Context: an optimization exercise on an open-source flow, tuned for small area, a short achievable clock period and few clock cycles per item. The choices shown serve that exercise and are no tape-out recipe. Function was checked by simulation only, so behaviour that the tests miss may differ from the original. Power figures rest on the tool's default switching activity, not on a simulated workload.

==> flow/design.v <==
`timescale 1ns/10ps
module IOTDF( clk, rst, in_en, iot_in, fn_sel, busy, valid, iot_out);
    input          clk;
    input          rst;
    input          in_en;
    input  [7:0]   iot_in;
    input  [2:0]   fn_sel;
    output         busy;
    output         valid;
    output [127:0] iot_out;
    reg  [3:0]   cnt;       
    reg  [7:0]   d0;        
    reg  [7:0]   d1;        
    reg  [11:0]  s;         
    reg          first;     
    reg          g_sel;     
    reg          f_sel;     
    reg          last;      
    reg          o_valid;
    reg  [127:0] o_data;
    assign busy    = 1'b0;
    assign valid   = o_valid;
    assign iot_out = o_data;
    wire start = (cnt == 4'd0);
    wire [5:0] fs = d0[7:2] ^ d0[5:0] ^ s[7:2];
    wire [5:0] fc = (d0[7:2] & d0[5:0]) | (d0[7:2] & s[7:2]) | (d0[5:0] & s[7:2]);
    wire [1:0] hs = d0[7:6] ^ s[9:8];
    wire [1:0] hc = d0[7:6] & s[9:8];
    wire [11:0] tp = {s[11:10], hs, fs, d0[1:0]};
    wire [11:0] tq = {1'b0, hc, fc, 1'b0, s[1:0]};
    wire [11:0] t   = tp + tq;
    wire [7:0]  fir = t[11:4];
    wire [4:0] us = d0[7:3] ^ d0[4:0] ^ d1[6:2];
    wire [4:0] uc = (d0[7:3] & d0[4:0]) | (d0[7:3] & d1[6:2]) | (d0[4:0] & d1[6:2]);
    wire       hus = d0[5] ^ d1[7];
    wire       huc = d0[5] & d1[7];
    wire [11:0] up = {1'b0, d0[7:6], hus, us, d0[2:0]};
    wire [11:0] uq = {2'b00, huc, uc, 1'b1, d1[1:0], 1'b0};
    wire [11:0] s_nxt = up + uq;
    wire        p = o_data[0] & ~first;
    reg  [7:0]  gray;
    integer i;
    always @(*) begin
        gray[7] = p ^ d0[7];
        for (i = 6; i >= 0; i = i - 1) gray[i] = gray[i+1] ^ d0[i];
    end
    wire [7:0] res = ({8{g_sel}} & gray) | ({8{f_sel}} & fir);
    always @(posedge clk) begin
        d0    <= iot_in;
        d1    <= start ? 8'd0 : d0;
        s     <= start ? 12'd8 : s_nxt;
        first <= start;
        g_sel <= (fn_sel == 3'b001);
        f_sel <= (fn_sel == 3'b010);
        o_data <= {o_data[119:0], res};
        if (rst) begin
            cnt     <= 4'd0;
            last    <= 1'b0;
            o_valid <= 1'b0;
        end else begin
            if (in_en) cnt <= cnt + 4'd1;
            last    <= in_en & (cnt == 4'd15);
            o_valid <= last;
        end
    end
endmodule
==> flow/flow/run.sh <==
#!/bin/bash
# Standard ORFS layout, except that the port buffers the standard flow's flow inserts
# (one per input and output port) are the smallest buffer, buf_1.
set -euo pipefail
bash standard.sh ADDER_MAP_FILE= BUFFER_PORTS_ARGS="-buffer_cell sky130_fd_sc_hd__buf_1" finish > standard.log 2>&1
==> flow/standard.sh <==
#!/bin/bash
# synth_recipe.tcl (not shown) runs the flow's synth.tcl, then flattens the netlist and writes it again
# the make line also repeats each setting of config.mk as NAME=value (left out here)
make -C /OpenROAD-flow-scripts/flow DESIGN_CONFIG=/design/flow/config.mk WORK_HOME=/design/flow/orfs CLKGATE_MAP_FILE= SYNTH_SCRIPT=/design/flow/synth_recipe.tcl "${@:-finish}"
==> flow/config.mk <==
export PLATFORM = sky130hd
export DESIGN_NAME = IOTDF
export DESIGN_NICKNAME = IOTDF
export VERILOG_FILES = /design/flow/design.v
export SDC_FILE = /design/flow/constraint.sdc
export NUM_CORES = 4
export LEC_CHECK = 0
export ABC_CLOCK_PERIOD_IN_PS = 2000
export CAP_MARGIN = 20
export CORE_MARGIN = 2
export CORE_UTILIZATION = 40
export CTS_BUF_LIST = sky130_fd_sc_hd__clkbuf_8
export SETUP_SLACK_MARGIN = 3.0
export SLEW_MARGIN = 20
==> flow/constraint.sdc <==
create_clock -name core_clock -period 5.5 [get_ports {clk}]
set_input_delay 1.1000 -clock core_clock [delete_from_list [all_inputs] [get_ports {clk}]]
set_output_delay 1.1000 -clock core_clock [all_outputs]
set_load 0.01 [all_outputs]
==> results of run 1 <==
-- synth_stat cells, types with 2 or more instances --
| library cell | n | area (µm²) |
|---|---|---|
| sky130_fd_sc_hd__a211oi_1 | 3 | 22.5 |
| sky130_fd_sc_hd__xor2_1 | 11 | 96.3 |
| sky130_fd_sc_hd__xnor2_1 | 39 | 342 |
| sky130_fd_sc_hd__nand2_1 | 26 | 97.6 |
| sky130_fd_sc_hd__and3_1 | 4 | 25.0 |
| sky130_fd_sc_hd__a211oi_2 | 2 | 25.0 |
| sky130_fd_sc_hd__maj3_2 | 2 | 22.5 |
| sky130_fd_sc_hd__nor3_1 | 3 | 15.0 |
| sky130_fd_sc_hd__dfxtp_1 | 164 | 3280 |
| sky130_fd_sc_hd__o21ai_1 | 3 | 15.0 |
| sky130_fd_sc_hd__nand3_1 | 9 | 45.0 |
| sky130_fd_sc_hd__inv_1 | 6 | 22.5 |
| sky130_fd_sc_hd__or4_1 | 2 | 15.0 |
| sky130_fd_sc_hd__a21o_1 | 3 | 22.5 |
| sky130_fd_sc_hd__a31oi_1 | 2 | 12.5 |
| sky130_fd_sc_hd__nor2b_1 | 7 | 43.8 |
| sky130_fd_sc_hd__o22ai_1 | 3 | 18.8 |
| sky130_fd_sc_hd__o21ai_2 | 2 | 17.5 |
| sky130_fd_sc_hd__buf_1 | 4 | 15.0 |
| sky130_fd_sc_hd__or3_1 | 3 | 18.8 |
| sky130_fd_sc_hd__a22o_1 | 5 | 43.8 |
| sky130_fd_sc_hd__o21ai_0 | 10 | 50.1 |
| sky130_fd_sc_hd__o2bb2ai_1 | 2 | 17.5 |
| sky130_fd_sc_hd__nor2_1 | 30 | 113 |
| sky130_fd_sc_hd__a21boi_0 | 2 | 15.0 |
| sky130_fd_sc_hd__buf_2 | 6 | 30.0 |
| sky130_fd_sc_hd__clkbuf_1 | 8 | 30.0 |
| sky130_fd_sc_hd__a21oi_1 | 14 | 70.1 |
| sky130_fd_sc_hd__o221ai_1 | 3 | 26.3 |
| sky130_fd_sc_hd__o211ai_1 | 6 | 45.0 |
| sky130_fd_sc_hd__o21a_1 | 2 | 15.0 |
| sky130_fd_sc_hd__maj3_1 | 9 | 90.1 |
| sky130_fd_sc_hd__and2_1 | 6 | 37.5 |
| sky130_fd_sc_hd__or2_2 | 4 | 25.0 |
| sky130_fd_sc_hd__nor3b_1 | 4 | 30.0 |
-- timing repair --
action / CTS / global route
hold buffers: 0 / 0
setup buffers: 23 / 13
endpoints found under the hold margin: 0 / 0
setup endpoints to repair: 11 / 11
gates resized for setup: 45 / 13
pin swaps: 33 / 28
gates cloned: 0 / 0
-- per-layer routing --
| metal | vias to the layer above | GRT usage [%] | part of all wire (%) |
|---|---|---|---|
| met5 | - | 0 | 0 |
| met4 | 0 | 7.29 | 1.5 |
| met3 | 15 | 6.13 | 7.1 |
| met2 | 133 | 27.4 | 50 |
| met1 | 1776 | 17.5 | 41 |
| li1 | 1853 | - | - |
-- area by class of cell --
cell class | count | share of cell area [%]
Clock buffer | 18 | 3.72
Clock inverter | 14 | 1.75
Inverter | 7 | 0.413
Multi-Input combinational cell | 248 | 28.5
Sequential cell | 164 | 49.7
Tap cell | 172 | 3.23
Timing Repair Buffer | 179 | 12.7
-- sequential cells by signal, indices dropped and copies added (netlist names) --
signal / cells
d0: 8
last: 1
g_sel: 1
s: 11
cnt: 4
d1: 8
o_valid: 1
first: 1
o_data: 128
f_sel: 1
-- logic make-up after synthesis --
kind of cell / after synthesis
other: 1
adder cells (fa/ha/maj): 11
AO/OA/AOI/OAI: 80
flip-flops: 164
AND/OR/NAND/NOR: 104
buffers and inverters: 27
XOR/XNOR: 52
-- cell usage in the layout, fill, tap and decap left out, types with 3 or more instances in the layout --
master                       n
sky130_fd_sc_hd__a21oi_4     3
sky130_fd_sc_hd__buf_4      28
sky130_fd_sc_hd__a21oi_1     8
sky130_fd_sc_hd__nor2b_1     6
sky130_fd_sc_hd__clkbuf_8   18
sky130_fd_sc_hd__maj3_1      5
sky130_fd_sc_hd__maj3_2      6
sky130_fd_sc_hd__o21ai_0     9
sky130_fd_sc_hd__dfxtp_4     5
sky130_fd_sc_hd__a21o_1      3
sky130_fd_sc_hd__inv_8       3
sky130_fd_sc_hd__o22ai_1     3
sky130_fd_sc_hd__or2_2       4
sky130_fd_sc_hd__dfxtp_1   152
sky130_fd_sc_hd__nor3b_1     4
sky130_fd_sc_hd__clkinv_2    3
sky130_fd_sc_hd__and2_1      5
sky130_fd_sc_hd__o211ai_1    6
sky130_fd_sc_hd__dfxtp_2     7
sky130_fd_sc_hd__xor2_1     11
sky130_fd_sc_hd__inv_6       5
sky130_fd_sc_hd__xnor2_2     4
sky130_fd_sc_hd__nor3_1      3
sky130_fd_sc_hd__inv_1       7
sky130_fd_sc_hd__xnor2_1    36
sky130_fd_sc_hd__nand2_1    23
sky130_fd_sc_hd__a211oi_2    5
sky130_fd_sc_hd__a21oi_2     5
sky130_fd_sc_hd__nand3_1     8
sky130_fd_sc_hd__and3_1      4
sky130_fd_sc_hd__nor2_1     28
sky130_fd_sc_hd__a22o_1      5
sky130_fd_sc_hd__o221ai_1    3
sky130_fd_sc_hd__or3_1       3
sky130_fd_sc_hd__buf_6       9
sky130_fd_sc_hd__buf_1     142
-- metrics by stage --
step / worst slack [ps] / instance area (µm²) / instances / hold slack [ps]
2_1_floorplan: 2820 / 5160 / 439 / 382
3_3_place_gp: 2150 / 5820 / 734 / 330
3_5_place_dp: 2080 / 5820 / 734 / 335
4_1_cts: 2640 / 6510 / 789 / 351
5_1_grt: 2470 / 6660 / 802 / 350
6_report: 2570 / 6660 / 802 / 348
-- how the worst max path moves through the flow --
stage                from         to  slack [ps]
CTS                  s[4]  o_data[7]        2640
floorplan           d1[0]  o_data[7]        2820
global placement    d0[1]  o_data[7]        2150
detailed placement  d0[1]  o_data[7]        2080
finish              d0[2]  o_data[7]        2570
global route        d0[2]  o_data[7]        2470
-- power by group through the flow --
stage	combinational, mW	clock, mW	sequential [mW]
finish	0.688	0.797	1.46
global route	0.753	0.885	1.49
CTS	0.640	0.829	1.46
detailed placement	0.548	0	1.49
global placement	0.548	0	1.48
floorplan	0.335	0	1.53
-- worst max-delay path, stage by stage (launching register included) --
cell and delay (ps):
sky130_fd_sc_hd__dfxtp_4 380, sky130_fd_sc_hd__xnor3_2 450, sky130_fd_sc_hd__buf_6 140, sky130_fd_sc_hd__buf_6 110, sky130_fd_sc_hd__o22a_1 250, sky130_fd_sc_hd__o21ai_4 210, sky130_fd_sc_hd__a32oi_4 160, sky130_fd_sc_hd__a211oi_2 290
sky130_fd_sc_hd__a211oi_2 60, sky130_fd_sc_hd__a211oi_2 280, sky130_fd_sc_hd__nor3_1 80, sky130_fd_sc_hd__or4_1 400
==> flow_metrics.py, run 1 <==
metrics = {
    "placed_design": {
        "place.gp.congestion": 0.869,
        "numPortBuffers": 142,
        "post-dp-hpwl_um": 7330,
    },
    "cts": {
        "clock_insertion_delay_worst_skew_ps": 450,
        "cts-htree-levels": 4,
        "cts_num_sinks": 164,
        "cts_inserted_buffers": 17,
        "ctsLongestPathBuffers": 2,
        "tritoncts": "built",
        "clk_root_buffer_cell": "sky130_fd_sc_hd__clkbuf_8",
        "clkSlewWorstSetupHoldPaths_ps": 90,
    },
    "die": {
        "fp.dieW_um": 117,
        "io-pin-count": 144,
        "die_area_mm2": 0.0137,
        "core_area_mm2": 0.0126,
        "num_rows": 41,
        "die_y_um": 117,
        "floorplan.initialDensity_pct": 40.7,
    },
    "synthesis": {
        "seq_area_frac_synth_pct": 64.2,
        "synth.lib_cells_used.distinct": 65,
        "number_of_flops_mapped_to_enable_cells_by_yosys": 0,
        "post_synth_inst_count": 439,
        "yosys_register_bits": 164,
        "synth.avg_cell_area_um2": 11.6,
        "area_fraction_in_compound_gates_after_synthesis_pct": 11.8,
        "synth_simple_gate_area_share_pct": 10.0,
        "synth-warning-count": 1,
        "synth.cell_area_mm2": 0.00511,
        "synth-main-ff-cell": "sky130_fd_sc_hd__dfxtp_1",
        "synth_top_family_by_area": "compound AO/OA/AOI/OAI gates",
        "synth-async-reset-ratio_pct": 0,
        "synth_fp_nets": 453,
        "portion_of_netlist_area_occupied_by_mux_cells_pct": 0,
        "yosys.area_share.adder_pct": 2.20,
        "synth_xor_area_share_pct": 9.35,
    },
    "flow_run": {
        "timing.max_cap.violations": 0,
    },
    "grt": {
        "antenna_found_initial": 0,
        "vias_in_the_first_global_route": 3558,
        "globalRouteTotalUtil_pct": 16.0,
        "grt_start_max_net_pins": 20,
        "overflow": 0,
        "grt_first_pass_wirelength_um": 16600,
    },
    "pwr": {
        "power.share.sequential_pct": 49.6,
        "intPower_mw": 2.01,
        "power.share.clock_pct": 27.1,
        "p_leak_nw": 2.55,
        "total_switching_power_mw": 0.937,
        "p_per_area_mw_per_mm2": 442,
        "share_comb_of_total_power_pct": 23.4,
        "p_total_mw": 2.95,
        "max-vdd-ir-drop_mv": 0.147,
        "swShare_pct": 31.8,
    },
    "timing": {
        "slew_viol_final": 0,
        "finalCriticalPeriod_ps": 2930,
        "worst_slew_pin_tran_ps": 825,
        "final_min_period_over_clock_period_pct": 53.3,
        "setup_tns_ps": 0,
        "fin_worst_skew_ps": 8.09,
        "final-setup-viol-count": 0,
        "grt_setup_unrepaired": "yes",
        "slew_headroom_pct": 44.4,
        "hold_violations": 0,
        "fmax_ghz": 0.341,
    },
    "critical_path": {
        "r2r-start": "d0[2]",
        "worst-endpoint-required_ps": 5830,
        "critical_path_class": "reg -> reg",
        "timing.reg2reg.worst_path_depth": 11,
        "critical_path.startpoint_type": "register",
        "critical_path_peak_fanout": 6,
        "reg2reg_setup_slack_ps": 2570,
        "worst_setup_path_end_kind": "register",
        "critPathArrivalTime_ps": 3260,
        "reg2reg_to": "o_data[7]",
    },
    "layout": {
        "area_occupied_by_multi_input_gates_mm2": 0.00190,
        "finish.net_count": 631,
        "drive_gt1_share_pct": 21.0,
        "area_growth_syn_to_layout_pct": 30.3,
        "num-fill-cells": 1128,
        "n_antenna_cell": 0,
        "utilization_pct": 53.0,
        "footprint_of_the_flip_flops_and_latches_mm2": 0.00331,
    },
    "min_path": {
        "worstHoldPathType": "reg -> reg",
        "worstHoldStart": "o_data[31]",
        "hold_path_depth": 0,
        "whs_endpoint": "o_data[39]",
    },
    "routing": {
        "detail_route.iter0.violations": 220,
        "drt_first_pass_iters": 4,
        "detail_route.drc_violations": 0,
        "finalWirelength_um": 11200,
        "ant_nets": 0,
        "num_vias": 3777,
        "vias_per_cell": 4.71,
        "wire_per_inst_um": 14.0,
    },
    "outcome": {
        "run_status": "no timing/DRC/antenna violations",
    },
}
Testbench counts, summed over its fixed seeds: cycles 38,424, blocks 2,400.
==> run 2, diff against run 1 <==
==> flow/flow/run.sh (replaced) <==
#!/bin/bash
# The standard ORFS layout with two changes:
#  - synthesis maps all logic with ABC under a delay target (map -D) instead of
#    extracting full/half adder cells first (ADDER_MAP_FILE empty); sizing and
#    buffering are left to OpenROAD's repair steps;
#  - the port buffers are the smallest buffer, buf_1.
# Everything else (synthesis script, floorplan, placement, CTS, routing) is the
# standard flow. Each step's output goes to a log file in this folder.
set -euo pipefail
D=${ABC_D:-1400}
rm -rf scripts_synth
cp -r "$FLOW_HOME/scripts" scripts_synth
cat > scripts_synth/abc_speed.script <<EOS
strash
dch
map -D $D
topo
EOS
bash standard.sh SCRIPTS_DIR="$PWD/scripts_synth" ADDER_MAP_FILE= synth > synth.log 2>&1
bash standard.sh BUFFER_PORTS_ARGS="-buffer_cell sky130_fd_sc_hd__buf_1" finish > layout.log 2>&1
--- a/flow/config.mk
+++ b/flow/config.mk
@@ -9,6 +9,5 @@
 export CAP_MARGIN = 20
 export CORE_MARGIN = 2
 export CORE_UTILIZATION = 40
-export CTS_BUF_LIST = sky130_fd_sc_hd__clkbuf_8
 export SETUP_SLACK_MARGIN = 3.0
 export SLEW_MARGIN = 20
==> run 2 against run 1 <==
  * Total power grew 2.6%
  * Final cell count shrank 5.6%
  * Clock power increased by 59%
  * Combinational power shrank 47%
  * Core utilization rose by 0.29 points
  * Setup slack gained 510 ps
  * Hold slack worse by 4.9 ps
  * Via count is 7.7% lower
  * Synthesized cell count rose by 0.23%
  * Sequential power fell by 5%
  * Clock skew down 0.81 ps
  * Register-to-register slack better by 510 ps
  * Largest cell class unchanged
==> flow_metrics.py, run 2 <==
metrics = {
    "outcome": {
        "run_status": "no timing/DRC/antenna violations",
    },
    "die": {
        "floorplan.initialDensity_pct": 40.8,
        "die_area_mm2": 0.0124,
        "io-pin-count": 144,
        "num_rows": 39,
        "fp.dieW_um": 111,
        "die_y_um": 111,
        "core_area_mm2": 0.0113,
    },
    "synthesis": {
        "synth-async-reset-ratio_pct": 0,
        "synth_fp_nets": 454,
        "synth.top_cells.by_area": "sky130_fd_sc_hd__dfxtp_1 (71%), sky130_fd_sc_hd__nand2_1 (4.6%), sky130_fd_sc_hd__nor2_1 (4.6%)",
        "synth.cell_area_mm2": 0.00461,
        "portion_of_netlist_area_occupied_by_mux_cells_pct": 0,
        "synth.cells.most_frequent": "sky130_fd_sc_hd__dfxtp_1 (164), sky130_fd_sc_hd__nand2_1 (56), sky130_fd_sc_hd__nor2_1 (56)",
        "yosys.area_share.adder_pct": 0.651,
        "yosys.cell_count.top_type": "sky130_fd_sc_hd__dfxtp_1",
        "number_of_flops_mapped_to_enable_cells_by_yosys": 0,
        "synth_xor_area_share_pct": 3.04,
        "area_fraction_in_compound_gates_after_synthesis_pct": 7.51,
        "synth.largest_area_cell": "sky130_fd_sc_hd__dfxtp_1",
        "yosys_register_bits": 164,
        "synth.lib_cells_used.distinct": 27,
        "seq_area_frac_synth_pct": 71.1,
        "yosysTopAreaCellShare_pct": 71.1,
        "synth.avg_cell_area_um2": 10.5,
        "synth-warning-count": 1,
        "post_synth_inst_count": 440,
        "synth-main-ff-cell": "sky130_fd_sc_hd__dfxtp_1",
        "synth_simple_gate_area_share_pct": 14.2,
        "synth_top_family_by_area": "simple AND/OR/NAND/NOR gates",
    },
    "grt": {
        "grt_start_max_net_pins": 18,
        "antenna_found_initial": 0,
        "overflow": 0,
        "vias_in_the_first_global_route": 3285,
        "globalRouteTotalUtil_pct": 16.2,
        "grt_first_pass_wirelength_um": 15700,
    },
    "placed_design": {
        "postPlaceCellArea_mm2": 0.00533,
        "pre_cts_slack_ps": 2760,
        "place.gp.congestion": 0.814,
        "numPortBuffers": 142,
        "post-dp-hpwl_um": 7130,
    },
    "critical_path": {
        "cp.buffers_inverters": 0,
        "worst-endpoint-required_ps": 5810,
        "worst_setup_path_end_kind": "register",
        "reg2reg_setup_slack_ps": 3080,
        "r2r-start": "d0[3]",
        "reg2reg_to": "o_data[6]",
        "critical_path_cell_list": "nor2_1 > a21oi_1 > a22oi_1 > a21oi_1 > o41ai_2 > a21oi_1 > a21oi_1 > nand3_1 > nand3_1 > a21oi_1 > o22ai_1",
        "critPathArrivalTime_ps": 2730,
        "cpMostUsedCell": "sky130_fd_sc_hd__a21oi_1",
        "critical_path_peak_fanout": 15,
        "cp_slowest_stage_delay_ps": 410,
        "critPathSlowestCell": "sky130_fd_sc_hd__o41ai_2",
        "timing.reg2reg.worst_path_depth": 11,
        "critical_path.top_delay_family": "compound AO/OA/AOI/OAI gates",
        "critical_path.startpoint_type": "register",
        "critical_path_class": "reg -> reg",
    },
    "layout": {
        "drive_gt1_share_pct": 9.28,
        "layout.cells.most_common_list": "sky130_fd_sc_hd__dfxtp_1 (157), sky130_fd_sc_hd__buf_1 (142), sky130_fd_sc_hd__nand2_1 (56)",
        "finish.net_count": 616,
        "commonest_non_fill_non_tap_cell_in_the_layout": "sky130_fd_sc_hd__dfxtp_1",
        "n_antenna_cell": 0,
        "regMostFlops": "o_data",
        "area_growth_syn_to_layout_pct": 30.7,
        "largest_register_ffs": 128,
        "layout.cell_area.non_filler_mm2": 0.00603,
        "num-fill-cells": 1048,
        "reg_top3": "o_data x128, s x11",
    },
    "min_path": {
        "worstHoldStart": "o_data[44]",
        "hold_path_depth": 0,
        "worstHoldPathType": "reg -> reg",
        "whs_endpoint": "o_data[52]",
    },
    "timing": {
        "slew_headroom_pct": 36.6,
        "slew_viol_final": 0,
        "timing.final.ws_setup_ps": 3080,
        "setup_tns_ps": 0,
        "worst_slew_pin_tran_ps": 944,
        "hold_violations": 0,
        "final_min_period_over_clock_period_pct": 44.0,
        "finalCriticalPeriod_ps": 2420,
        "fmax_ghz": 0.413,
        "final-setup-viol-count": 0,
        "fin_worst_skew_ps": 7.28,
        "hold-worst-slack_ps": 344,
        "grt_setup_unrepaired": "yes",
    },
    "routing": {
        "vias_per_cell": 4.61,
        "wire_per_inst_um": 12.9,
        "detail_route.drc_violations": 0,
        "finalWirelength_um": 9770,
        "num_vias": 3487,
        "ant_nets": 0,
        "drt_first_pass_iters": 4,
        "detail_route.iter0.violations": 208,
    },
    "cts": {
        "cts_inserted_buffers": 17,
        "clk_root_buffer_cell": "sky130_fd_sc_hd__clkbuf_16",
        "cts_num_sinks": 164,
        "ctsLongestPathBuffers": 2,
        "clkSlewWorstSetupHoldPaths_ps": 60,
        "clock_insertion_delay_worst_skew_ps": 420,
        "cts-htree-levels": 4,
        "holdBufCountCts": 0,
        "tritoncts": "built",
    },
    "pwr": {
        "p_leak_nw": 2.39,
        "max-vdd-ir-drop_mv": 0.413,
        "p_per_area_mw_per_mm2": 501,
    },
    "flow_run": {
        "timing.max_cap.violations": 0,
    },
}
-- run 2: changes by cell type in the layout (fill, tap and decap cells not counted), sizes merged, moves of 8 or more --
| cell | delta |
|---|---|
| nor2b | -8 |
| nand3 | +10 |
| a21oi | +9 |
| nor2 | +26 |
| xnor2 | -36 |
| nand2 | +30 |
| nor3 | +11 |
| buf | -35 |
| clkinv | +33 |
| maj3 | -8 |
-- run 2: how the worst max path moves through the flow --
stage	startpoint	endpoint	slack, ps	cells past startpoint
after global routing	d0[3]	o_data[5]	2910	12
after global placement	d0[2]	o_data[6]	2870	10
final	d0[3]	o_data[6]	3080	11
after detailed placement	d0[2]	o_data[5]	2760	11
after floorplan	d0[3]	o_data[5]	3200	11
after CTS	d0[4]	s[10]	3070	11
-- run 2: power breakdown --
| part | switching [mW] | internal (mW) | total [mW] | leakage, nW |
|---|---|---|---|---|
| clock | 0.493 | 0.774 | 1.27 | 0.312 |
| combinational | 0.234 | 0.129 | 0.362 | 0.731 |
| sequential | 0.0736 | 1.32 | 1.39 | 1.35 |
-- run 2: routing by layer --
layer  GRT usage [%]  up-vias  part of all wire (%)
li1                -     1749                     -
met1            18.3     1594                    42
met3            6.86       18                   7.5
met2            26.6      126                    48
met4            7.41        0                   2.2
met5               0        -                     0
-- run 2: logic make-up after synthesis --
logic type                 after synthesis
DFF                                    164
adders and majority gates                3
other                                    1
and+or+nand+nor                        155
buffers and inverters                   40
AOI/OAI and AO/OA                       61
xor gates and xnor gates                16
-- run 2: repair_timing --
item | in CTS | in global routing
setup endpoints to repair | 8 | 10
resized for setup | 7 | 10
cloned | 0 | 0
buffers inserted | 0 | 2
pin swaps | 0 | 1
-- run 2: worst reg2reg max path: cells and delay by family, from the launching register on --
kind | cells | cell delay (ps)
AND/OR/NAND/NOR | 3 | 410
flip-flops | 1 | 400
AO/OA/AOI/OAI | 8 | 1510
-- run 2: area by class of cell --
type | instances | area, µm² | share of cell area, %
sequential | 164 | 3290 | 54.6
multi-input combinational | 236 | 1220 | 20.3
timing repair buffer | 144 | 548 | 9.09
clock buffer | 17 | 425 | 7.05
clock inverter | 14 | 213 | 3.53
tap | 143 | 179 | 2.97
inverter | 39 | 150 | 2.49
-- run 2: per-stage QoR --
| step | util (%) | std cells | power (mW) |
|---|---|---|---|
| 2_1_floorplan | - | 440 | 1.63 |
| 3_3_place_gp | 47.1 | 724 | 1.77 |
| 3_5_place_dp | 47.1 | 724 | 1.77 |
| 4_1_cts | 52.9 | 755 | 3.04 |
| 5_1_grt | 53.3 | 757 | 3.16 |
| 6_report | 53.3 | 757 | 3.02 |
==> run 3, diff against run 2 <==
--- a/flow/config.mk
+++ b/flow/config.mk
@@ -9,5 +9,5 @@
 export CAP_MARGIN = 20
 export CORE_MARGIN = 2
 export CORE_UTILIZATION = 40
-export SETUP_SLACK_MARGIN = 3.0
+export SETUP_SLACK_MARGIN = 3.45
 export SLEW_MARGIN = 20
==> run 3 against run 2 <==
  * Die area is the same
  * Wire length grew 11%
  * Critical path type unchanged
  * Critical path depth shrank 2
  * Synthesized area is the same
  * Non-clock buffer count grew 32
  * Cell area grew 11%
  * Maximum frequency grew 17%
  * Combinational power grew 46%
==> flow_metrics.py, run 3 <==
metrics = {
    "grt": {
        "overflow": 0,
        "vias_in_the_first_global_route": 3432,
        "grt_first_pass_wirelength_um": 16600,
        "grt_start_max_net_pins": 18,
        "antenna_found_initial": 0,
        "globalRouteTotalUtil_pct": 17.2,
    },
    "timing": {
        "final_min_period_over_clock_period_pct": 37.6,
        "grt_setup_unrepaired": "yes",
        "fmax_ghz": 0.483,
        "final-setup-viol-count": 0,
        "fin_worst_skew_ps": 4.88,
        "hold_violations": 0,
        "slew_viol_final": 0,
        "setup_tns_ps": 0,
        "hold-worst-slack_ps": 341,
        "finalCriticalPeriod_ps": 2070,
    },
    "critical_path": {
        "reg2reg_to": "o_data[3]",
        "critical_path_peak_fanout": 6,
        "critPathArrivalTime_ps": 2360,
        "cp_slowest_stage_delay_ps": 370,
        "crit_path_end": "o_data[3]",
        "critical_path_cell_list": "maj3_2 > o21a_1 > and2_4 > nor2_4 > nand2_2 > o21ai_4 > buf_4 > xnor2_1 > o22ai_1",
        "r2r-start": "d0[4]",
        "critical_path_class": "reg -> reg",
        "worst-endpoint-required_ps": 5790,
        "timing.reg2reg.worst_path_depth": 9,
        "worst_setup_path_end_kind": "register",
        "reg2reg_setup_slack_ps": 3430,
        "critical_path.startpoint_type": "register",
        "crit_path_start": "d0[4]",
        "critPathSlowestCell": "sky130_fd_sc_hd__dfxtp_4",
    },
    "routing": {
        "wire_per_inst_um": 13.7,
        "detail_route.drc_violations": 0,
        "detail_route.iter0.violations": 182,
        "ant_nets": 0,
        "num_vias": 3621,
        "drt_first_pass_iters": 4,
        "vias_per_cell": 4.58,
        "finalWirelength_um": 10800,
    },
    "cts": {
        "holdBufCountCts": 0,
        "clkSlewWorstSetupHoldPaths_ps": 60,
        "cts_num_sinks": 164,
        "clk_root_buffer_cell": "sky130_fd_sc_hd__clkbuf_16",
        "ctsLongestPathBuffers": 2,
        "cts-htree-levels": 4,
        "tritoncts": "built",
        "clock_insertion_delay_worst_skew_ps": 420,
        "cts_inserted_buffers": 17,
    },
    "synthesis": {
        "synth_fp_nets": 454,
        "synth-main-ff-cell": "sky130_fd_sc_hd__dfxtp_1",
        "synth.cells.most_frequent": "sky130_fd_sc_hd__dfxtp_1 (164), sky130_fd_sc_hd__nand2_1 (56), sky130_fd_sc_hd__nor2_1 (56)",
        "synth.cell_area_mm2": 0.00461,
        "number_of_flops_mapped_to_enable_cells_by_yosys": 0,
        "seq_area_frac_synth_pct": 71.1,
        "synth.avg_cell_area_um2": 10.5,
        "synth.top_cells.by_area": "sky130_fd_sc_hd__dfxtp_1 (71%), sky130_fd_sc_hd__nand2_1 (4.6%), sky130_fd_sc_hd__nor2_1 (4.6%)",
        "yosys_register_bits": 164,
        "synth-async-reset-ratio_pct": 0,
        "yosys.cell_count.top_type": "sky130_fd_sc_hd__dfxtp_1",
        "synth.largest_area_cell": "sky130_fd_sc_hd__dfxtp_1",
        "post_synth_inst_count": 440,
        "synth.lib_cells_used.distinct": 27,
        "synth-warning-count": 1,
        "yosysTopAreaCellShare_pct": 71.1,
    },
    "pwr": {
        "max-vdd-ir-drop_mv": 0.415,
        "p_total_mw": 3.01,
        "p_per_area_mw_per_mm2": 451,
        "p_leak_nw": 2.92,
    },
    "layout": {
        "layout.cell_area.non_filler_mm2": 0.00668,
        "num-fill-cells": 947,
        "largest_register_ffs": 128,
        "drive_gt1_share_pct": 41.4,
        "n_antenna_cell": 0,
        "finish.net_count": 648,
        "commonest_non_fill_non_tap_cell_in_the_layout": "sky130_fd_sc_hd__dfxtp_1",
        "layout.cells.most_common_list": "sky130_fd_sc_hd__dfxtp_1 (137), sky130_fd_sc_hd__clkbuf_2 (76), sky130_fd_sc_hd__nor2_1 (46)",
        "area_growth_syn_to_layout_pct": 44.8,
        "reg_top3": "o_data x128, s x11",
        "regMostFlops": "o_data",
    },
    "placed_design": {
        "post-dp-hpwl_um": 7050,
        "postPlaceCellArea_mm2": 0.00535,
        "numPortBuffers": 142,
        "place.gp.congestion": 0.773,
    },
    "die": {
        "die_y_um": 111,
        "die_area_mm2": 0.0124,
        "num_rows": 39,
        "floorplan.initialDensity_pct": 40.8,
        "io-pin-count": 144,
        "fp.dieW_um": 111,
        "core_area_mm2": 0.0113,
    },
    "min_path": {
        "worstHoldPathType": "reg -> reg",
    },
    "outcome": {
        "run_status": "no timing/DRC/antenna violations",
    },
    "flow_run": {
        "timing.max_cap.violations": 0,
    },
}
run 3: kinds of logic (layout without fill, tap and decap cells):
family / Yosys count / count (layout) / synth area share [%]
adders and majority gates: 3 / 3 / 0.651
AOI/OAI and AO/OA: 61 / 61 / 7.51
xor gates and xnor gates: 16 / 16 / 3.04
buffers and inverters: 40 / 247 / 3.34
DFF: 164 / 164 / 71.1
other: 1 / 1 / 0.0813
and+or+nand+nor: 155 / 155 / 14.2
run 3: power by group:
group | internal, mW | leakage [nW] | switching, mW
registers | 1.32 | 1.36 | 0.0727
clock network | 0.610 | 0.263 | 0.478
logic | 0.225 | 1.30 | 0.304
run 3: through the flow:
stage	instances	utilization, %	setup slack [ps]
after floorplan	440	-	3460
after global placement	725	47.2	2940
after detailed placement	725	47.2	2900
after CTS	777	55.1	3400
after global routing	790	59.0	3340
final	790	59.0	3430
run 3: worst min-delay path by stage:
| stage | end | startpoint | cells past startpoint |
|---|---|---|---|
| final | o_data[9] | o_data[1] | 0 |
| after global routing | o_data[57] | o_data[49] | 0 |
| after CTS | o_data[33] | o_data[25] | 0 |
| after detailed placement | o_data[33] | o_data[25] | 0 |
| after global placement | o_data[40] | o_data[32] | 0 |
| after floorplan | o_data[100] | o_data[92] | 0 |
run 3: cell type report:
cell class	instances	area, µm²	share of cell area [%]
tap	143	179	2.68
clock inverter	11	91.3	1.37
timing repair buffer	176	932	13.9
multi-input combinational	236	1530	22.9
inverter	39	156	2.34
clock buffer	21	460	6.89
sequential	164	3340	49.9
run 3: layer usage:
metal / wire, µm / track usage (%)
met5: 0 / 0
met3: 690 / 7.29
met1: 4510 / 19.2
met2: 5480 / 29.4
met4: 163 / 6.67
run 3: critical path, delay by kind of cell, from the launching register on:
family | cells | cell delay (ps)
AO/OA/AOI/OAI | 3 | 560
AND/OR/NAND/NOR | 3 | 430
flip-flops | 1 | 370
adder cells (fa/ha/maj) | 1 | 330
buffers and inverters | 1 | 150
XOR/XNOR | 1 | 110
run 3: timing repair:
action	CTS	global route
endpoints found under the setup margin	32	102
setup buffers	20	13
gates resized for setup	70	167
pin swaps	18	37
==> run 4, diff against run 3 <==
--- a/flow/config.mk
+++ b/flow/config.mk
@@ -9,5 +9,5 @@
 export CAP_MARGIN = 20
 export CORE_MARGIN = 2
 export CORE_UTILIZATION = 40
-export SETUP_SLACK_MARGIN = 3.45
+export SETUP_SLACK_MARGIN = 3.3
 export SLEW_MARGIN = 20
==> run 4 against run 3 <==
  * Still clean
  * Cell area decreased by 5.5%
  * Die area unchanged
  * Clock power rose by 6%
  * Wire length shrank 6.4%
  * Via count up 0.19%
  * Total power decreased by 1.5%
  * Setup slack worse by 50 ps
  * Synthesized cell count stayed put
  * Non-clock buffer count decreased by 12
  * Core utilization fell by 3.3 points
  * Maximum frequency down 2.4%
==> flow_metrics.py, run 4 <==
metrics = {
    "routing": {
        "wire_per_inst_um": 13.0,
        "ant_nets": 0,
        "route.layer.met1.wl_um": 4080,
        "detail_route.iter0.violations": 181,
        "num_vias": 3628,
        "finalWirelength_um": 10100,
        "route.met2.wl_um": 5190,
        "detail_route.drc_violations": 0,
        "highest-signal-layer": "met4",
        "vias_per_cell": 4.66,
        "met3_length_um": 713,
        "drt_first_pass_iters": 4,
    },
    "synthesis": {
        "number_of_flops_mapped_to_enable_cells_by_yosys": 0,
        "synth.cells.most_frequent": "sky130_fd_sc_hd__dfxtp_1 (164), sky130_fd_sc_hd__nand2_1 (56), sky130_fd_sc_hd__nor2_1 (56)",
        "synth-main-ff-cell": "sky130_fd_sc_hd__dfxtp_1",
        "yosysTopAreaCellShare_pct": 71.1,
        "synth.top_cells.by_area": "sky130_fd_sc_hd__dfxtp_1 (71%), sky130_fd_sc_hd__nand2_1 (4.6%), sky130_fd_sc_hd__nor2_1 (4.6%)",
        "post_synth_inst_count": 440,
        "synth.avg_cell_area_um2": 10.5,
        "synth.lib_cells_used.distinct": 27,
        "yosys_register_bits": 164,
        "yosys.cell_count.top_type": "sky130_fd_sc_hd__dfxtp_1",
        "synth.cell_area_mm2": 0.00461,
        "synth.largest_area_cell": "sky130_fd_sc_hd__dfxtp_1",
        "synth-warning-count": 1,
        "synth-async-reset-ratio_pct": 0,
        "synth_fp_nets": 454,
        "seq_area_frac_synth_pct": 71.1,
    },
    "layout": {
        "n_antenna_cell": 0,
        "area_growth_syn_to_layout_pct": 36.8,
        "largest_register_ffs": 128,
        "regMostFlops": "o_data",
        "drive_gt1_share_pct": 18.0,
        "final-instance-count-excl-fill": 778,
        "layout.cells.most_common_list": "sky130_fd_sc_hd__dfxtp_1 (155), sky130_fd_sc_hd__buf_1 (142), sky130_fd_sc_hd__nand2_1 (51)",
        "commonest_non_fill_non_tap_cell_in_the_layout": "sky130_fd_sc_hd__dfxtp_1",
        "reg_top3": "o_data x128, s x11",
        "finish.net_count": 636,
        "utilization_pct": 55.8,
    },
    "grt": {
        "antenna_found_initial": 0,
        "grt_start_max_net_pins": 18,
        "globalRouteTotalUtil_pct": 16.1,
        "grt_first_pass_wirelength_um": 15600,
        "overflow": 0,
        "vias_in_the_first_global_route": 3258,
    },
    "min_path": {
        "worstHoldPathType": "reg -> reg",
    },
    "cts": {
        "cts-htree-levels": 4,
        "cts_inserted_buffers": 17,
        "clk_root_buffer_cell": "sky130_fd_sc_hd__clkbuf_16",
        "cts_num_sinks": 164,
        "tritoncts": "built",
        "clock_insertion_delay_worst_skew_ps": 420,
        "clkSlewWorstSetupHoldPaths_ps": 70,
        "ctsLongestPathBuffers": 2,
        "holdBufCountCts": 0,
    },
    "critical_path": {
        "critical_path.startpoint_type": "register",
        "critPathArrivalTime_ps": 2400,
        "critical_path_peak_fanout": 6,
        "worst_setup_path_end_kind": "register",
        "cp_slowest_stage_delay_ps": 380,
        "worst-endpoint-required_ps": 5780,
        "critical_path_cell_list": "buf_4 > maj3_1 > o21a_2 > nor2_4 > a21oi_4 > a21oi_2 > nand3_2 > nand2_2 > a21oi_1 > o21ai_1 > nand2_1",
        "critPathSlowestCell": "sky130_fd_sc_hd__dfxtp_4",
        "critical_path_class": "reg -> reg",
    },
    "die": {
        "die_area_mm2": 0.0124,
        "floorplan.initialDensity_pct": 40.8,
        "fp.dieW_um": 111,
        "die_y_um": 111,
        "io-pin-count": 144,
        "num_rows": 39,
        "core_area_mm2": 0.0113,
    },
    "placed_design": {
        "place.gp.congestion": 0.817,
        "post-place-cells": 725,
        "post-dp-hpwl_um": 7150,
        "numPortBuffers": 142,
    },
    "pwr": {
        "intPower_mw": 2.15,
        "power.share.sequential_pct": 46.8,
        "power.share.clock_pct": 38.6,
        "max-vdd-ir-drop_mv": 0.352,
        "p_per_area_mw_per_mm2": 470,
        "total_switching_power_mw": 0.820,
        "swShare_pct": 27.6,
        "p_leak_nw": 2.50,
        "share_comb_of_total_power_pct": 14.6,
    },
    "timing": {
        "hold_violations": 0,
        "slew_viol_final": 0,
        "fin_worst_skew_ps": 8.39,
        "setup_tns_ps": 0,
        "final-setup-viol-count": 0,
        "finalCriticalPeriod_ps": 2120,
        "fmax_ghz": 0.471,
        "final_min_period_over_clock_period_pct": 38.6,
        "grt_setup_unrepaired": "yes",
    },
    "outcome": {
        "run_status": "no timing/DRC/antenna violations",
    },
    "flow_run": {
        "timing.max_cap.violations": 0,
    },
}
[run 4: changes by cell type in the layout (fill, tap and decap cells not counted), moves of 9 or more]
cell / previous run / this run
sky130_fd_sc_hd__buf_1: 44 / 142
sky130_fd_sc_hd__buf_2: 21 / 0
sky130_fd_sc_hd__buf_4: 30 / 19
sky130_fd_sc_hd__clkbuf_2: 76 / 0
sky130_fd_sc_hd__dfxtp_1: 137 / 155
sky130_fd_sc_hd__dfxtp_2: 19 / 1
sky130_fd_sc_hd__nand2_1: 42 / 51
[run 4: worst paths after layout]
| path | from | end | slack [ps] | depth (start not counted) |
|---|---|---|---|---|
| setup / recovery | d0[4] | o_data[4] | 3380 | 11 |
| hold / removal | o_data[109] | o_data[117] | 340 | 0 |
| setup reg to reg | d0[4] | o_data[4] | 3380 | 11 |
| hold reg to reg | o_data[109] | o_data[117] | 340 | 0 |
[run 4: logic make-up after synthesis]
| family | after synthesis | synth area share [%] |
|---|---|---|
| DFF | 164 | 71.1 |
| and+or+nand+nor | 155 | 14.2 |
| AOI/OAI and AO/OA | 61 | 7.51 |
| buffers and inverters | 40 | 3.34 |
| xor gates and xnor gates | 16 | 3.04 |
| adders and majority gates | 3 | 0.651 |
| other | 1 | 0.0813 |
[run 4: final cells by class]
| class | count | area (µm²) |
|---|---|---|
| Clock buffer | 19 | 453 |
| Clock inverter | 13 | 135 |
| Fill cell | 1000 | 5010 |
| Inverter | 39 | 155 |
| Multi-Input combinational cell | 236 | 1370 |
| Sequential cell | 164 | 3310 |
| Tap cell | 143 | 179 |
| Timing Repair Buffer | 164 | 709 |
[run 4: power groups by stage]
stage                     Sequential, mW  Combinational [mW]  Clock (mW)
final                               1.39               0.433        1.15
after global routing                1.41               0.475        1.23
after CTS                           1.39               0.384        1.18
after detailed placement            1.42               0.355           0
after global placement              1.41               0.353           0
after floorplan                     1.46               0.178           0
[run 4: what timing repair did]
item / in CTS / in global routing
setup endpoints to repair: 13 / 9
cloned: 0 / 0
pin swaps: 5 / 22
gates resized for setup: 33 / 50
buffers inserted: 8 / 13
[run 4: critical path, delay by kind of cell, from the launching register on]
family,cells,cell delay [ps]
and+or+nand+nor,4,470
buffers and inverters,1,140
AOI/OAI and AO/OA,5,640
DFF,1,380
adders and majority gates,1,380
[run 4: per-layer routing]
layer	up-vias	track usage, %
met5	-	0
met4	0	7.08
met3	12	6.26
met2	127	27.2
met1	1688	18.1
li1	1801	-
[run 4: stage by stage]
| stage | worst slack (ps) | cell area, µm² | hold WS, ps | power (mW) |
|---|---|---|---|---|
| floorplan | 3340 | 4630 | 382 | 1.64 |
| global placement | 2710 | 5340 | 331 | 1.77 |
| detailed placement | 2680 | 5340 | 333 | 1.77 |
| CTS | 3250 | 6080 | 345 | 2.95 |
| global route | 3240 | 6310 | 344 | 3.11 |
| finish | 3380 | 6310 | 345 | 2.97 |
==> run 5, diff against run 4 <==
--- a/flow/flow/run.sh
+++ b/flow/flow/run.sh
@@ -17,4 +17,4 @@
 topo
 EOS
 bash standard.sh SCRIPTS_DIR="$PWD/scripts_synth" ADDER_MAP_FILE= synth > synth.log 2>&1
-bash standard.sh BUFFER_PORTS_ARGS="-buffer_cell sky130_fd_sc_hd__buf_1" finish > layout.log 2>&1
+bash standard.sh BUFFER_PORTS_ARGS="-buffer_cell sky130_fd_sc_hd__buf_1" CTS_ARGS="-sink_clustering_enable -repair_clock_nets -dont_use_dummy_load -sink_clustering_size 40 -sink_clustering_max_diameter 80" finish > layout.log 2>&1
==> run 5 against run 4 <==
  * Still clean
  * Core utilization fell by 2.0 points
  * Sequential share of layout area rose by 1.9 points
  * Global-route usage shrank 0.15 points
  * Setup slack got worse by 24 ps
  * Critical endpoint is now o_data[5]
==> flow_metrics.py, run 5 <==
metrics = {
    "cts": {
        "holdBufCountCts": 0,
        "cts_inserted_buffers": 17,
        "clkSlewWorstSetupHoldPaths_ps": 60,
        "cts_num_sinks": 164,
        "ctsLongestPathBuffers": 2,
        "clock_insertion_delay_worst_skew_ps": 410,
        "tritoncts": "built",
        "cts-htree-levels": 4,
        "clk_root_buffer_cell": "sky130_fd_sc_hd__clkbuf_16",
    },
    "grt": {
        "vias_in_the_first_global_route": 3236,
        "globalRouteTotalUtil_pct": 15.9,
        "grt_start_max_net_pins": 18,
        "antenna_found_initial": 0,
        "routing_usage_on_met2_pct": 27.4,
        "gr-usage-met1_pct": 17.6,
        "grt_busiest_layer": "met2",
        "grt_first_pass_wirelength_um": 15400,
        "global_route.usage.met3_pct": 6.26,
        "overflow": 0,
    },
    "synthesis": {
        "synth.top_cells.by_area": "sky130_fd_sc_hd__dfxtp_1 (71%), sky130_fd_sc_hd__nand2_1 (4.6%), sky130_fd_sc_hd__nor2_1 (4.6%)",
        "synth-warning-count": 1,
        "synth.lib_cells_used.distinct": 27,
        "post_synth_inst_count": 440,
        "synth_xor_area_share_pct": 3.04,
        "yosysTopAreaCellShare_pct": 71.1,
        "yosys.area_share.adder_pct": 0.651,
        "area_fraction_in_compound_gates_after_synthesis_pct": 7.51,
        "yosys.cell_count.top_type": "sky130_fd_sc_hd__dfxtp_1",
        "synth.cells.most_frequent": "sky130_fd_sc_hd__dfxtp_1 (164), sky130_fd_sc_hd__nand2_1 (56), sky130_fd_sc_hd__nor2_1 (56)",
        "portion_of_netlist_area_occupied_by_mux_cells_pct": 0,
        "synth-main-ff-cell": "sky130_fd_sc_hd__dfxtp_1",
        "synth-async-reset-ratio_pct": 0,
        "synth_top_family_by_area": "simple AND/OR/NAND/NOR gates",
        "synth.largest_area_cell": "sky130_fd_sc_hd__dfxtp_1",
        "seq_area_frac_synth_pct": 71.1,
        "number_of_flops_mapped_to_enable_cells_by_yosys": 0,
        "synth_simple_gate_area_share_pct": 14.2,
        "synth_fp_nets": 454,
        "synth.cell_area_mm2": 0.00461,
        "synth.avg_cell_area_um2": 10.5,
        "yosys_register_bits": 164,
    },
    "routing": {
        "detail_route.iter0.violations": 177,
        "wire_per_inst_um": 13.2,
        "vias_per_cell": 4.73,
        "drt_first_pass_iters": 4,
        "finalWirelength_um": 10000,
        "num_vias": 3585,
        "ant_nets": 0,
        "detail_route.drc_violations": 0,
    },
    "timing": {
        "finalCriticalPeriod_ps": 2140,
        "fmax_ghz": 0.466,
        "fin_worst_skew_ps": 17.9,
        "final-setup-viol-count": 0,
        "setup_tns_ps": 0,
        "grt_setup_unrepaired": "yes",
        "slew_viol_final": 0,
        "final_min_period_over_clock_period_pct": 39.0,
        "hold_violations": 0,
        "timing.final.ws_setup_ps": 3360,
    },
    "pwr": {
        "p_leak_nw": 2.40,
        "p_per_area_mw_per_mm2": 448,
        "max-vdd-ir-drop_mv": 0.343,
    },
    "critical_path": {
        "critical_path_peak_fanout": 7,
        "critical_path_class": "reg -> reg",
        "critPathSlowestCell": "sky130_fd_sc_hd__dfxtp_4",
        "worst-endpoint-required_ps": 5780,
        "critPathArrivalTime_ps": 2430,
        "critical_path.top_delay_family": "compound AO/OA/AOI/OAI gates",
        "cp.buffers_inverters": 1,
        "critical_path.startpoint_type": "register",
        "critical_path_cell_list": "buf_6 > maj3_2 > o21a_1 > and2_4 > nor2_4 > nand2_1 > o21ai_2 > nand3_1 > nand2_1 > a21oi_1 > o21ai_1 > o21ai_1",
        "worst_setup_path_end_kind": "register",
        "cp_slowest_stage_delay_ps": 380,
    },
    "layout": {
        "regMostFlops": "o_data",
        "area_growth_syn_to_layout_pct": 31.9,
        "drive_gt1_share_pct": 14.5,
        "n_antenna_cell": 0,
        "largest_register_ffs": 128,
        "num-fill-cells": 1025,
        "commonest_non_fill_non_tap_cell_in_the_layout": "sky130_fd_sc_hd__dfxtp_1",
        "footprint_of_the_flip_flops_and_latches_mm2": 0.00331,
        "reg_top3": "o_data x128, s x11",
        "layout.cells.most_common_list": "sky130_fd_sc_hd__dfxtp_1 (155), sky130_fd_sc_hd__buf_1 (142), sky130_fd_sc_hd__nand2_1 (51)",
        "area_occupied_by_multi_input_gates_mm2": 0.00135,
        "finish.net_count": 631,
    },
    "die": {
        "fp.dieW_um": 111,
        "die_area_mm2": 0.0124,
        "core_area_mm2": 0.0113,
        "num_rows": 39,
        "floorplan.initialDensity_pct": 40.8,
        "die_y_um": 111,
        "io-pin-count": 144,
    },
    "placed_design": {
        "post-dp-hpwl_um": 7150,
        "place.gp.congestion": 0.817,
        "numPortBuffers": 142,
        "pre_cts_slack_ps": 2680,
    },
    "flow_run": {
        "timing.max_cap.violations": 0,
    },
    "min_path": {
        "worstHoldPathType": "reg -> reg",
    },
    "outcome": {
        "run_status": "no timing/DRC/antenna violations",
    },
}
-- run 5: cell types whose count changed in the layout (fill, tap and decap cells not counted), moves of 2 or more --
cell,delta
sky130_fd_sc_hd__clkbuf_8,-2
sky130_fd_sc_hd__nor2_1,+2
sky130_fd_sc_hd__nor2_4,-2
sky130_fd_sc_hd__inv_6,-4
sky130_fd_sc_hd__inv_8,-3
sky130_fd_sc_hd__buf_4,-4
sky130_fd_sc_hd__clkinvlp_4,-3
-- run 5: metrics by stage --
step	hold slack, ps	instances	power (mW)	utilization [%]	instance area (µm²)
CTS	324	749	2.72	52.2	5910
global route	322	758	2.87	53.8	6090
global placement	331	725	1.77	47.2	5340
floorplan	382	440	1.64	-	4630
detailed placement	333	725	1.77	47.2	5340
finish	326	758	2.73	53.8	6090
-- run 5: report_power, final --
group          switching [mW]  internal [mW]  total [mW]
sequential             0.0712           1.32        1.39
combinational           0.262          0.160       0.422
clock                   0.379          0.535       0.914
total                   0.712           2.02        2.73
-- run 5: final timing paths --
| path | startpoint | cells past startpoint | endpoint | slack (ps) |
|---|---|---|---|---|
| worst max-delay path | d0[4] | 12 | o_data[5] | 3360 |
| worst min-delay path | o_data[11] | 0 | o_data[19] | 330 |
| worst max register to register | d0[4] | 12 | o_data[5] | 3360 |
| worst min register to register | o_data[11] | 0 | o_data[19] | 330 |
-- run 5: area by class of cell --
class	instances	share of cell area, %
clock buffers	17	6.99
inverters	39	2.55
multi-input cells	236	22.1
flip-flops and latches	164	54.4
well taps	143	2.94
repair buffers	159	11.0
-- run 5: kinds of logic (layout without fill, tap and decap cells) --
family | Yosys count | after routing
buffers and inverters | 40 | 215
adders and majority gates | 3 | 3
and+or+nand+nor | 155 | 155
xor gates and xnor gates | 16 | 16
AOI/OAI and AO/OA | 61 | 61
DFF | 164 | 164
other | 1 | 1
-- run 5: what timing repair did --
item                       CTS  global route
setup buffers                7             9
hold endpoints to repair     0             0
cloned                       0             0
resized for setup           37            36
setup endpoints to repair   13             8
pin swaps                    4            17
-- run 5: metal layers --
| metal | vias to the layer above | share of wire (%) |
|---|---|---|
| met5 | - | 0 |
| met4 | 0 | 2.3 |
| met3 | 16 | 7.3 |
| met2 | 123 | 51 |
| met1 | 1662 | 40 |
| li1 | 1784 | - |
==> run 6, diff against run 5 <==
--- a/flow/config.mk
+++ b/flow/config.mk
@@ -8,6 +8,6 @@
 export ABC_CLOCK_PERIOD_IN_PS = 2000
 export CAP_MARGIN = 20
 export CORE_MARGIN = 2
-export CORE_UTILIZATION = 40
+export CORE_UTILIZATION = 60
 export SETUP_SLACK_MARGIN = 3.3
 export SLEW_MARGIN = 20
==> run 6 against run 5 <==
  * Still clean on timing, DRC and antenna
  * Total power down 0.15%
  * Sequential share of layout area up 0.56 points
  * Non-clock buffer count unchanged
  * Core utilization rose by 29 points
  * Maximum frequency decreased by 2.3%
  * Flip-flop and latch count stayed put
  * Cell area is 0.86% lower
  * Clock skew increased by 3.9 ps
  * Synthesized area stayed put
  * Global-route usage increased by 9.1 points
  * Final cell count decreased by 5.8%
==> flow_metrics.py, run 6 <==
metrics = {
    "synthesis": {
        "synth_fp_nets": 454,
        "seq_area_frac_synth_pct": 71.1,
        "synth-warning-count": 1,
        "synth.cells.most_frequent": "sky130_fd_sc_hd__dfxtp_1 (164), sky130_fd_sc_hd__nand2_1 (56), sky130_fd_sc_hd__nor2_1 (56)",
        "yosysTopAreaCellShare_pct": 71.1,
        "synth.largest_area_cell": "sky130_fd_sc_hd__dfxtp_1",
        "number_of_flops_mapped_to_enable_cells_by_yosys": 0,
        "synth.top_cells.by_area": "sky130_fd_sc_hd__dfxtp_1 (71%), sky130_fd_sc_hd__nand2_1 (4.6%), sky130_fd_sc_hd__nor2_1 (4.6%)",
        "synth-async-reset-ratio_pct": 0,
        "post_synth_inst_count": 440,
        "synth.lib_cells_used.distinct": 27,
        "synth-main-ff-cell": "sky130_fd_sc_hd__dfxtp_1",
        "synth.avg_cell_area_um2": 10.5,
        "yosys_register_bits": 164,
        "yosys.cell_count.top_type": "sky130_fd_sc_hd__dfxtp_1",
        "synth.cell_area_mm2": 0.00461,
    },
    "layout": {
        "regMostFlops": "o_data",
        "final-instance-count-excl-fill": 714,
        "commonest_non_fill_non_tap_cell_in_the_layout": "sky130_fd_sc_hd__dfxtp_1",
        "n_antenna_cell": 0,
        "area_occupied_by_multi_input_gates_mm2": 0.00136,
        "largest_register_ffs": 128,
        "footprint_of_the_flip_flops_and_latches_mm2": 0.00332,
        "area_growth_syn_to_layout_pct": 30.8,
        "reg_top3": "o_data x128, s x11",
        "drive_gt1_share_pct": 15.1,
        "finish.net_count": 631,
        "num-fill-cells": 448,
        "layout.cells.most_common_list": "sky130_fd_sc_hd__dfxtp_1 (155), sky130_fd_sc_hd__buf_1 (140), sky130_fd_sc_hd__nand2_1 (50), sky130_fd_sc_hd__nor2_1 (50), sky130_fd_sc_hd__clkinv_1 (36)",
    },
    "grt": {
        "overflow": 0,
        "globalRouteTotalUtil_pct": 25.1,
        "vias_in_the_first_global_route": 3245,
        "grt_first_pass_wirelength_um": 16100,
        "grt_start_max_net_pins": 18,
        "antenna_found_initial": 0,
    },
    "die": {
        "die_y_um": 91.7,
        "core_area_mm2": 0.00733,
        "fp.dieW_um": 91.7,
        "num_rows": 31,
        "floorplan.initialDensity_pct": 62.9,
        "die_area_mm2": 0.00841,
        "io-pin-count": 144,
    },
    "timing": {
        "finalCriticalPeriod_ps": 2200,
        "timing.final.ws_setup_ps": 3300,
        "grt_setup_unrepaired": "yes",
        "fin_worst_skew_ps": 21.8,
        "final_min_period_over_clock_period_pct": 39.9,
        "slew_viol_final": 0,
        "fmax_ghz": 0.456,
        "final-setup-viol-count": 0,
        "setup_tns_ps": 0,
        "hold_violations": 0,
    },
    "cts": {
        "cts_inserted_buffers": 17,
        "ctsLongestPathBuffers": 2,
        "cts_num_sinks": 164,
        "clkSlewWorstSetupHoldPaths_ps": 60,
        "tritoncts": "built",
        "holdBufCountCts": 0,
        "cts-htree-levels": 4,
        "clk_root_buffer_cell": "sky130_fd_sc_hd__clkbuf_8",
        "clock_insertion_delay_worst_skew_ps": 520,
    },
    "flow_run": {
        "timing.max_cap.violations": 0,
    },
    "placed_design": {
        "post-dp-hpwl_um": 7350,
        "post-place-cells": 681,
        "place.gp.congestion": 0.821,
        "numPortBuffers": 142,
        "pre_cts_slack_ps": 2950,
    },
    "routing": {
        "detail_route.drc_violations": 0,
        "drt_first_pass_iters": 5,
        "finalWirelength_um": 10800,
        "wire_per_inst_um": 15.1,
        "vias_per_cell": 5.02,
        "ant_nets": 0,
        "detail_route.iter0.violations": 126,
        "num_vias": 3581,
    },
    "pwr": {
        "p_total_mw": 2.72,
        "max-vdd-ir-drop_mv": 0.233,
        "p_per_area_mw_per_mm2": 451,
        "p_leak_nw": 2.40,
    },
    "min_path": {
        "worstHoldStart": "o_data[25]",
        "whs_endpoint": "o_data[33]",
        "worstHoldPathType": "reg -> reg",
        "hold_path_depth": 0,
    },
    "outcome": {
        "run_status": "no timing/DRC/antenna violations",
    },
    "critical_path": {
        "critical_path_peak_fanout": 12,
        "critical_path.startpoint_type": "register",
        "reg2reg_setup_slack_ps": 3300,
        "critPathArrivalTime_ps": 2580,
        "r2r-start": "d0[4]",
        "reg2reg_to": "o_data[5]",
        "critical_path_class": "reg -> reg",
        "worst-endpoint-required_ps": 5890,
        "timing.reg2reg.worst_path_depth": 11,
        "worst_setup_path_end_kind": "register",
    },
}
[run 6: area by class of cell]
class | instances | share of cell area [%]
repair buffers | 159 | 11.1
inverters | 39 | 2.49
well taps | 99 | 2.05
clock buffers | 17 | 6.86
multi-input cells | 236 | 22.6
flip-flops and latches | 164 | 55.0
[run 6: critical path, cell delays in order, from the launching register on]
cell and delay [ps]:
sky130_fd_sc_hd__dfxtp_4 380, sky130_fd_sc_hd__maj3_1 400, sky130_fd_sc_hd__o21a_1 240, sky130_fd_sc_hd__nor2_1 190, sky130_fd_sc_hd__a21oi_2 80, sky130_fd_sc_hd__buf_4 170, sky130_fd_sc_hd__o21ai_4 180, sky130_fd_sc_hd__nand3_2 80
sky130_fd_sc_hd__nand2_2 90, sky130_fd_sc_hd__a21oi_1 70, sky130_fd_sc_hd__o21ai_1 110, sky130_fd_sc_hd__o21ai_1 80
[run 6: through the flow]
step                      cell area, µm²  hold slack, ps  utilization, %
after floorplan                     4630             382               -
after CTS                           5790             321            79.0
after global routing                6030             334            82.3
final                               6030             320            82.3
after global placement              5290             331            72.1
after detailed placement            5290             333            72.1
[run 6: how the worst max path moves through the flow]
stage,from,endpoint,slack [ps]
2_1_floorplan,d0[6],o_data[5],3340
3_3_place_gp,d0[7],o_data[0],2980
3_5_place_dp,d0[7],o_data[0],2950
4_1_cts,d0[6],o_data[5],3290
5_1_grt,d0[3],o_data[5],3140
6_report,d0[4],o_data[5],3300
[run 6: cells by family after synthesis]
| logic type | count (synthesis) | synth area share [%] |
|---|---|---|
| DFF | 164 | 71.1 |
| and+or+nand+nor | 155 | 14.2 |
| AOI/OAI and AO/OA | 61 | 7.51 |
| buffers and inverters | 40 | 3.34 |
| xor gates and xnor gates | 16 | 3.04 |
| adders and majority gates | 3 | 0.651 |
| other | 1 | 0.0813 |
[run 6: layer usage]
layer / share of wire (%) / GRT usage, % / vias to the layer above
met5: 0 / 0 / -
met4: 2.6 / 10.6 / 0
met3: 6.5 / 7.56 / 30
met2: 51 / 44.2 / 138
met1: 40 / 28.1 / 1648
li1: - / - / 1765
[run 6: what timing repair did]
action                                  CTS  global route
buffers inserted                          5            11
pin swaps                                 3            13
resized for setup                        23            52
endpoints found under the setup margin   14            12
[run 6: power breakdown]
| group | switching, mW | total [mW] | internal, mW |
|---|---|---|---|
| logic | 0.275 | 0.434 | 0.159 |
| registers | 0.0744 | 1.39 | 1.32 |
| clock network | 0.383 | 0.895 | 0.513 |
==> run 7, diff against run 6 <==
--- a/flow/flow/run.sh
+++ b/flow/flow/run.sh
@@ -17,4 +17,4 @@
 topo
 EOS
 bash standard.sh SCRIPTS_DIR="$PWD/scripts_synth" ADDER_MAP_FILE= synth > synth.log 2>&1
-bash standard.sh BUFFER_PORTS_ARGS="-buffer_cell sky130_fd_sc_hd__buf_1" CTS_ARGS="-sink_clustering_enable -repair_clock_nets -dont_use_dummy_load -sink_clustering_size 40 -sink_clustering_max_diameter 80" finish > layout.log 2>&1
+bash standard.sh BUFFER_PORTS_ARGS="-buffer_cell sky130_fd_sc_hd__buf_1" CTS_ARGS="-sink_clustering_enable -repair_clock_nets -dont_use_dummy_load -sink_clustering_size 40 -sink_clustering_max_diameter 80 -root_buf sky130_fd_sc_hd__clkbuf_16 -buf_list sky130_fd_sc_hd__clkbuf_8" finish > layout.log 2>&1
--- a/flow/config.mk
+++ b/flow/config.mk
@@ -8,6 +8,6 @@
 export ABC_CLOCK_PERIOD_IN_PS = 2000
 export CAP_MARGIN = 20
 export CORE_MARGIN = 2
-export CORE_UTILIZATION = 60
+export CORE_UTILIZATION = 40
 export SETUP_SLACK_MARGIN = 3.3
 export SLEW_MARGIN = 20
==> run 7 against run 6 <==
  * First-iteration DRC count increased by 35%
  * Largest cell class unchanged
  * Non-clock buffer count is 9 higher
  * Hold slack lost 6.6 ps
  * Synthesized area unchanged
  * Clock power is about 30% lower
  * Setup slack better by 17 ps
  * Still clean on timing, DRC and antenna
  * Synthesized cell count unchanged
  * Critical path depth grew 3
  * Wire length is 7.9% lower
  * Cell area decreased by 0.58%
  * Global-route usage down 9.5 points
  * Die area is 48% higher
==> flow_metrics.py, run 7 <==
metrics = {
    "synthesis": {
        "seq_area_frac_synth_pct": 71.1,
        "synth.avg_cell_area_um2": 10.5,
        "synth.cell_area_mm2": 0.00461,
        "synth-async-reset-ratio_pct": 0,
        "yosys.area_share.adder_pct": 0.651,
        "synth-main-ff-cell": "sky130_fd_sc_hd__dfxtp_1",
        "area_fraction_in_compound_gates_after_synthesis_pct": 7.51,
        "synth_top_family_by_area": "simple AND/OR/NAND/NOR gates",
        "synth_fp_nets": 454,
        "synth.cells.most_frequent": "sky130_fd_sc_hd__dfxtp_1 (164), sky130_fd_sc_hd__nand2_1 (56), sky130_fd_sc_hd__nor2_1 (56)",
        "number_of_flops_mapped_to_enable_cells_by_yosys": 0,
        "synth_simple_gate_area_share_pct": 14.2,
        "synth.top_cells.by_area": "sky130_fd_sc_hd__dfxtp_1 (71%), sky130_fd_sc_hd__nand2_1 (4.6%), sky130_fd_sc_hd__nor2_1 (4.6%)",
        "synth_xor_area_share_pct": 3.04,
        "synth-warning-count": 1,
        "yosys.cell_count.top_type": "sky130_fd_sc_hd__dfxtp_1",
        "synth.lib_cells_used.distinct": 27,
        "portion_of_netlist_area_occupied_by_mux_cells_pct": 0,
        "yosys_register_bits": 164,
        "post_synth_inst_count": 440,
        "synth.largest_area_cell": "sky130_fd_sc_hd__dfxtp_1",
        "yosysTopAreaCellShare_pct": 71.1,
    },
    "critical_path": {
        "critPathSlowestCell": "sky130_fd_sc_hd__dfxtp_4",
        "timing.reg2reg.worst_path_depth": 14,
        "reg2reg_setup_slack_ps": 3320,
        "critical_path_cell_list": "buf_4 > nor2_4 > a21oi_1 > a22oi_2 > a21oi_2 > o41ai_2 > buf_4 > a21oi_4 > a21oi_2 > nand3_2 > nand2_1 > a21oi_1 > o21ai_0 > nand2_1",
        "cp_slowest_stage_delay_ps": 380,
        "critPathArrivalTime_ps": 2400,
        "critical_path.startpoint_type": "register",
        "reg2reg_to": "o_data[4]",
        "worst_setup_path_end_kind": "register",
        "crit_path_end": "o_data[4]",
        "r2r-start": "d0[1]",
        "crit_path_start": "d0[1]",
        "critical_path_class": "reg -> reg",
        "critical_path_peak_fanout": 7,
        "worst-endpoint-required_ps": 5720,
    },
    "grt": {
        "antenna_found_initial": 0,
        "grt_start_max_net_pins": 18,
        "globalRouteTotalUtil_pct": 15.6,
        "grt_first_pass_wirelength_um": 15000,
        "overflow": 0,
        "vias_in_the_first_global_route": 3175,
    },
    "cts": {
        "clk_root_buffer_cell": "sky130_fd_sc_hd__clkbuf_16",
        "cts_num_sinks": 164,
        "cts_inserted_buffers": 17,
        "ctsLongestPathBuffers": 2,
        "clock_insertion_delay_worst_skew_ps": 370,
        "tritoncts": "built",
        "cts-htree-levels": 4,
        "clkSlewWorstSetupHoldPaths_ps": 90,
    },
    "die": {
        "die_area_mm2": 0.0124,
        "fp.dieW_um": 111,
        "io-pin-count": 144,
        "floorplan.initialDensity_pct": 40.8,
        "core_area_mm2": 0.0113,
        "num_rows": 39,
        "die_y_um": 111,
    },
    "layout": {
        "final-instance-count-excl-fill": 767,
        "largest_register_ffs": 128,
        "layout.cells.most_common_list": "sky130_fd_sc_hd__dfxtp_1 (155), sky130_fd_sc_hd__buf_1 (142), sky130_fd_sc_hd__nand2_1 (52)",
        "n_antenna_cell": 0,
        "finish.net_count": 640,
        "reg_top3": "o_data x128, s x11",
        "drive_gt1_share_pct": 16.8,
        "num-fill-cells": 1029,
        "area_growth_syn_to_layout_pct": 30.0,
        "commonest_non_fill_non_tap_cell_in_the_layout": "sky130_fd_sc_hd__dfxtp_1",
        "regMostFlops": "o_data",
    },
    "timing": {
        "setup_tns_ps": 0,
        "fmax_ghz": 0.459,
        "grt_setup_unrepaired": "no",
        "finalCriticalPeriod_ps": 2180,
        "hold-worst-slack_ps": 313,
        "fin_worst_skew_ps": 28.1,
        "final-setup-viol-count": 0,
        "slew_viol_final": 0,
        "final_min_period_over_clock_period_pct": 39.6,
        "hold_violations": 0,
    },
    "routing": {
        "drt_first_pass_iters": 4,
        "vias_per_cell": 4.69,
        "wire_per_inst_um": 12.9,
        "detail_route.iter0.violations": 170,
        "num_vias": 3598,
        "ant_nets": 0,
        "detail_route.drc_violations": 0,
        "finalWirelength_um": 9900,
    },
    "placed_design": {
        "post-dp-hpwl_um": 7150,
        "numPortBuffers": 142,
        "post-place-cells": 725,
        "place.gp.congestion": 0.817,
    },
    "flow_run": {
        "timing.max_cap.violations": 0,
    },
    "pwr": {
        "p_leak_nw": 2.37,
        "p_total_mw": 2.45,
        "p_per_area_mw_per_mm2": 408,
        "max-vdd-ir-drop_mv": 0.245,
    },
    "outcome": {
        "run_status": "no timing/DRC/antenna violations",
    },
    "min_path": {
        "worstHoldPathType": "reg -> reg",
    },
}
-- run 7: cell families after synthesis --
group / count (synthesis)
AO/OA/AOI/OAI: 61
buffers and inverters: 40
AND/OR/NAND/NOR: 155
flip-flops: 164
adder cells (fa/ha/maj): 3
XOR/XNOR: 16
other: 1
-- run 7: power by group --
| part | switching [mW] | internal, mW | leakage (nW) |
|---|---|---|---|
| sequential | 0.0695 | 1.32 | 1.35 |
| clock | 0.339 | 0.291 | 0.127 |
| combinational | 0.266 | 0.164 | 0.886 |
-- run 7: what timing repair did --
item / 4_1_cts / 5_1_grt
hold buffers: 0 / 0
setup endpoints to repair: 13 / 10
endpoints found under the hold margin: 0 / 0
buffers inserted: 5 / 20
resized for setup: 31 / 50
pin swaps: 2 / 20
-- run 7: cell type report --
class | count | area, µm² | share of cell area (%)
Timing Repair Buffer | 168 | 732 | 12.2
Clock buffer | 17 | 245 | 4.09
Tap cell | 143 | 179 | 2.98
Sequential cell | 164 | 3310 | 55.2
Inverter | 39 | 155 | 2.59
Multi-Input combinational cell | 236 | 1370 | 22.9
-- run 7: critical path: cells and delay by family, from the launching register on --
family	cells	cell delay, ps
compound gates	8	910
simple gates	4	420
buf+inv	2	320
flops	1	380
-- run 7: how the worst min path moves through the flow --
stage	from	to	cells after the start
after floorplan	o_data[92]	o_data[100]	0
after global placement	o_data[48]	o_data[56]	0
after detailed placement	o_data[26]	o_data[34]	0
after CTS	o_data[11]	o_data[19]	0
after global routing	o_data[11]	o_data[19]	0
final	o_data[11]	o_data[19]	0
-- run 7: routing by layer --
| layer | GRT usage (%) | share of wire [%] | vias to the layer above |
|---|---|---|---|
| li1 | - | - | 1795 |
| met1 | 17.4 | 40 | 1647 |
| met2 | 26.3 | 49 | 138 |
| met3 | 6.26 | 8.3 | 18 |
| met4 | 7.00 | 2.4 | 0 |
| met5 | 0 | 0 | - |
-- run 7: through the flow --
step | util [%] | cell area, µm² | worst slack, ps
final | 53.0 | 6000 | 3320
after floorplan | - | 4630 | 3340
after global placement | 47.2 | 5340 | 2710
after detailed placement | 47.2 | 5340 | 2680
after CTS | 50.4 | 5710 | 3260
after global routing | 53.0 | 6000 | 3220
